Source: an optimization exercise on an open RTL-to-GDS flow (aim: small area and a short achievable clock period). Production flows keep margins and buffers that such runs may drop.
The RTL was checked by simulation tests, not by an equivalence proof against the original design.
Power figures rest on the tool's default switching activity, not on a simulated workload.

Setup of the reference run:
## trainedSDM
module trainedSDM (
    input         clk,
    input         rstb,
    input  [31:0] address,
    input         valid,
    input         wnr,
    output        readValid,
    output        readSuccess,
    output [31:0] data
);
wire [7:0]   hit;
wire [7:0]   allStrong;
reg  [7:0]   empty;
wire [31:0]  softAddrN [0:7];
wire [159:0] cnt       [0:7];
wire [255:0] nonNeg;
wire [7:0]   selHit;
wire [7:0]   write;
wire [7:0]   load;
wire [7:0]   kill;
decide dec (
    .hit(hit),
    .empty(empty),
    .allStrong(allStrong),
    .nonNeg(nonNeg),
    .valid(valid),
    .wnr(wnr),
    .selHit(selHit),
    .write(write),
    .load(load),
    .kill(kill),
    .readSuccess(readSuccess),
    .data(data)
);
wire [31:0]  newAn;
wire [159:0] newU;
selectUpdate su (
    .selHit(selHit),
    .address(address),
    .softAddrN({softAddrN[7], softAddrN[6], softAddrN[5], softAddrN[4],
                softAddrN[3], softAddrN[2], softAddrN[1], softAddrN[0]}),
    .cnt({cnt[7], cnt[6], cnt[5], cnt[4], cnt[3], cnt[2], cnt[1], cnt[0]}),
    .newAn(newAn),
    .newU(newU)
);
genvar i;
generate
    for (i = 0; i < 8; i = i + 1) begin : loc
        hammingDistance hd (
            .vector(address),
            .addressN(softAddrN[i]),
            .empty(empty[i]),
            .hit(hit[i])
        );
        memCell mc (
            .clk(clk),
            .write(write[i]),
            .newAn(newAn),
            .newU(newU),
            .softAddrN(softAddrN[i]),
            .cnt(cnt[i]),
            .nonNeg(nonNeg[32*i +: 32]),
            .allStrong(allStrong[i])
        );
        always @(posedge clk or negedge rstb) begin
            if (~rstb)
                empty[i] <= 1'b1;
            else if (load[i])
                empty[i] <= 1'b0;
            else if (kill[i])
                empty[i] <= 1'b1;
        end
    end
endgenerate
assign readValid = valid;
endmodule
Size in the first run: about 7500 cells after synthesis, roughly 70 I/O pins, about 0.080 mm² of cells after synthesis.
==> flow/config.mk <==
export PLATFORM = sky130hd
export DESIGN_NAME = trainedSDM
export DESIGN_NICKNAME = trainedSDM
export VERILOG_FILES = /design/flow/design.v
export SDC_FILE = /design/flow/constraint.sdc
export NUM_CORES = 8
export LEC_CHECK = 0
export CAP_MARGIN = 20
export CORE_MARGIN = 2
export CORE_UTILIZATION = 55
export CTS_CLUSTER_DIAMETER = 100
export CTS_CLUSTER_SIZE = 20
export SETUP_SLACK_MARGIN = 5
export SLEW_MARGIN = 20
export TNS_END_PERCENT = 0
==> flow/constraint.sdc <==
create_clock -name core_clock -period 13.0 [get_ports {clk}]
set_input_delay 2.6000 -clock core_clock [delete_from_list [all_inputs] [get_ports {clk}]]
set_output_delay 2.6000 -clock core_clock [all_outputs]
set_load 0.01 [all_outputs]
standard.sh (not shown) runs the stock make flow with config.mk's settings and CLKGATE_MAP_FILE= SYNTH_SCRIPT=/design/flow/synth_recipe.tcl, a recipe that flattens the netlist after the stock synthesis.
==> flow/flow/run.sh <==
#!/bin/bash
# Own layout flow: the standard ORFS flow (standard.sh), run with a patched
# copy of ORFS's scripts folder:
#  - ABC maps the modules hammingDistance, decide and selectUpdate (the paths
#    from the address to the outputs and to the counters) on their own with
#    delay-driven scripts, and counterUpdate and the rest of the design
#    (off the critical paths) with an area-driven script,
#  - the resizer may resize to any footprint,
#  - the port buffers are buf_4 cells (every port is still buffered).
# Each tool's output is in the ORFS logs (orfs/logs/...); this script's own
# steps log to patch.log and flow.log.
set -euo pipefail
W=$PWD
rm -rf "$W/scripts"
cp -r "$FLOW_HOME/scripts" "$W/scripts"
python3 flow/patch.py "$W/scripts" > "$W/patch.log" 2>&1
cp flow/abc_area_map.script "$W/scripts/abc_speed.script"
cp flow/abc_hamming.script flow/abc_decide.script flow/abc_update.script flow/abc_area_map.script "$W/scripts/"
export SCRIPTS_DIR="$W/scripts"
export FAST_MODULES="hammingDistance=$W/scripts/abc_hamming.script decide=$W/scripts/abc_decide.script selectUpdate=$W/scripts/abc_update.script counterUpdate=$W/scripts/abc_area_map.script"
export BUFFER_PORTS_ARGS="-buffer_cell sky130_fd_sc_hd__buf_4"
bash standard.sh > "$W/flow.log" 2>&1
==> flow/flow/abc_hamming.script <==
strash
dch
map -D 1100
upsize -D 1100
dnsize -D 1100
Other scripts of this flow, unchanged in this note and not shown: flow/flow/abc_area_map.script, flow/flow/abc_decide.script, flow/flow/abc_update.script, flow/flow/patch.py
Input-level comparison between the trial run and the reference run:
==> flow/flow/abc_hamming.script <==
strash
dch
map -D 1450
upsize -D 1450
dnsize -D 1450
Measured against the trial run, the static power due to leakage of the reference run comes out at 1.15 times the reference value.
Core occupancy in the finished layout essentially unchanged between the trial run and the reference run.
Pre-CTS worst setup slack was lower in the trial run than in the reference run.
Compared to the reference run, the trial run has final cell count about 13% lower.
Diff the trial run..the reference run | I/O pin count | unchanged
Arrival time reported for the critical path endpoint: the trial run > the reference run
Going from the reference run to the trial run, largest voltage drop on the vdd net went down, die span in y shrank by about 2.4%.
Relative to the reference run, parity-gate share of the synthesized area counting xor and xnor cells increased by 2.6 points in the trial run.

========
trainedSDM, a different RTL version from the one above (not shown whole).
For scale: about 7100 cells after synthesis, roughly 70 I/O pins.
clock: 13.0 ns
lec_check: 0
cap_margin: 20
core_margin: 2
core_utilization: 55
cts_cluster_diameter: 100
cts_cluster_size: 20
setup_slack_margin: 5
slew_margin: 20
tns_end_percent: 0
==> flow/flow/run.sh <==
#!/bin/bash
# Own layout flow: the standard ORFS flow (standard.sh), run with a patched
# copy of ORFS's scripts folder:
#  - ABC maps the modules hammingDistance, decide and selectUpdate (the paths
#    from the address to the outputs and to the counters) on their own with
#    delay-driven scripts, and the rest with ORFS's speed script less its
#    final buffering and sizing,
#  - the resizer may resize to any footprint,
#  - the port buffers are buf_4 cells (every port is still buffered).
# Each tool's output is in the ORFS logs (orfs/logs/...); this script's own
# steps log to patch.log and flow.log.
set -euo pipefail
W=$PWD
rm -rf "$W/scripts"
cp -r "$FLOW_HOME/scripts" "$W/scripts"
python3 flow/patch.py "$W/scripts" > "$W/patch.log" 2>&1
cp flow/abc_speed.script "$W/scripts/abc_speed.script"
cp flow/abc_hamming.script flow/abc_decide.script flow/abc_update.script "$W/scripts/"
export SCRIPTS_DIR="$W/scripts"
export FAST_MODULES="hammingDistance=$W/scripts/abc_hamming.script decide=$W/scripts/abc_decide.script selectUpdate=$W/scripts/abc_update.script"
export BUFFER_PORTS_ARGS="-buffer_cell sky130_fd_sc_hd__buf_4"
bash standard.sh > "$W/flow.log" 2>&1
==> flow/flow/abc_speed.script <==
&get -n
&st
&dch
&nf
&st
&syn2
&if -g -K 6
&synch2
&nf
&st
&syn2
&if -g -K 6
&synch2
&nf
&st
&syn2
&if -g -K 6
&synch2
&nf
&st
&syn2
&if -g -K 6
&synch2
&nf
&st
&syn2
&if -g -K 6
&synch2
&nf
&put
topo
Other scripts of this flow, unchanged in this note and not shown: flow/flow/abc_decide.script, flow/flow/abc_hamming.script, flow/flow/abc_update.script, flow/flow/patch.py
Next try:
--- a/flow/flow/run.sh
+++ b/flow/flow/run.sh
@@ -6,2 +6,2 @@
-#    delay-driven scripts, and the rest with ORFS's speed script less its
-#    final buffering and sizing,
+#    delay-driven scripts, and counterUpdate and the rest of the design
+#    (off the critical paths) with an area-driven script,
@@ -17,2 +17,2 @@
-cp flow/abc_speed.script "$W/scripts/abc_speed.script"
-cp flow/abc_hamming.script flow/abc_decide.script flow/abc_update.script "$W/scripts/"
+cp flow/abc_area_map.script "$W/scripts/abc_speed.script"
+cp flow/abc_hamming.script flow/abc_decide.script flow/abc_update.script flow/abc_area_map.script "$W/scripts/"
@@ -20 +20 @@
-export FAST_MODULES="hammingDistance=$W/scripts/abc_hamming.script decide=$W/scripts/abc_decide.script selectUpdate=$W/scripts/abc_update.script"
+export FAST_MODULES="hammingDistance=$W/scripts/abc_hamming.script decide=$W/scripts/abc_decide.script selectUpdate=$W/scripts/abc_update.script counterUpdate=$W/scripts/abc_area_map.script"
==> flow/flow/abc_area_map.script (new file) <==
strash
dch
map -a
topo
removed: flow/flow/abc_speed.script
After rerunning:
- first-iteration DRC count barely changes
- total power stays flat
- global-route usage hardly moves
- sequential power is about the same
- wire length is lower by 3.2%
- via count came out lower by 3.2%

[afterwards: timing with drivers on the ports]
In the flow no input, the clock included, has a driving cell. The finished layouts below were timed again as built, in two steps.
Step 1 sets driving cells, clkbuf_16 on the clock port and buf_2 on the other inputs (assumed; they add their load-dependent delay and slew).
Step 2, shift: input delay + t, output delay - t, t = (earliest + latest rising clock arrival at the registers) / 2. This alone moves slack from input paths to output paths.
Three values: ideal ports, drivers, drivers and shift; two values: the first two.
run | t (ns) | setup slack, ns | worst setup path at the end | clock arrival spread, ns | worst slew at a driven data input, ns
the reference run | 0.822 | 4.800 / 4.554 / 3.972 | input to register | 0.045 / 0.045 | 0.29
the trial run | 0.811 | 4.337 / 4.250 / 3.744 | input to register | 0.029 / 0.030 | 0.19
the first run of note 2 | 0.816 | 4.459 / 4.303 / 3.842 | input to register | 0.050 / 0.049 | 0.27
the second run of note 2 | 0.831 | 4.516 / 4.383 / 3.800 | input to register | 0.042 / 0.042 | 0.22
After both steps setup and hold are still met in every run listed. For the reference run, which loses most, drivers alone change the setup slack by -0.246 ns; drivers and shift together by -0.828 ns.
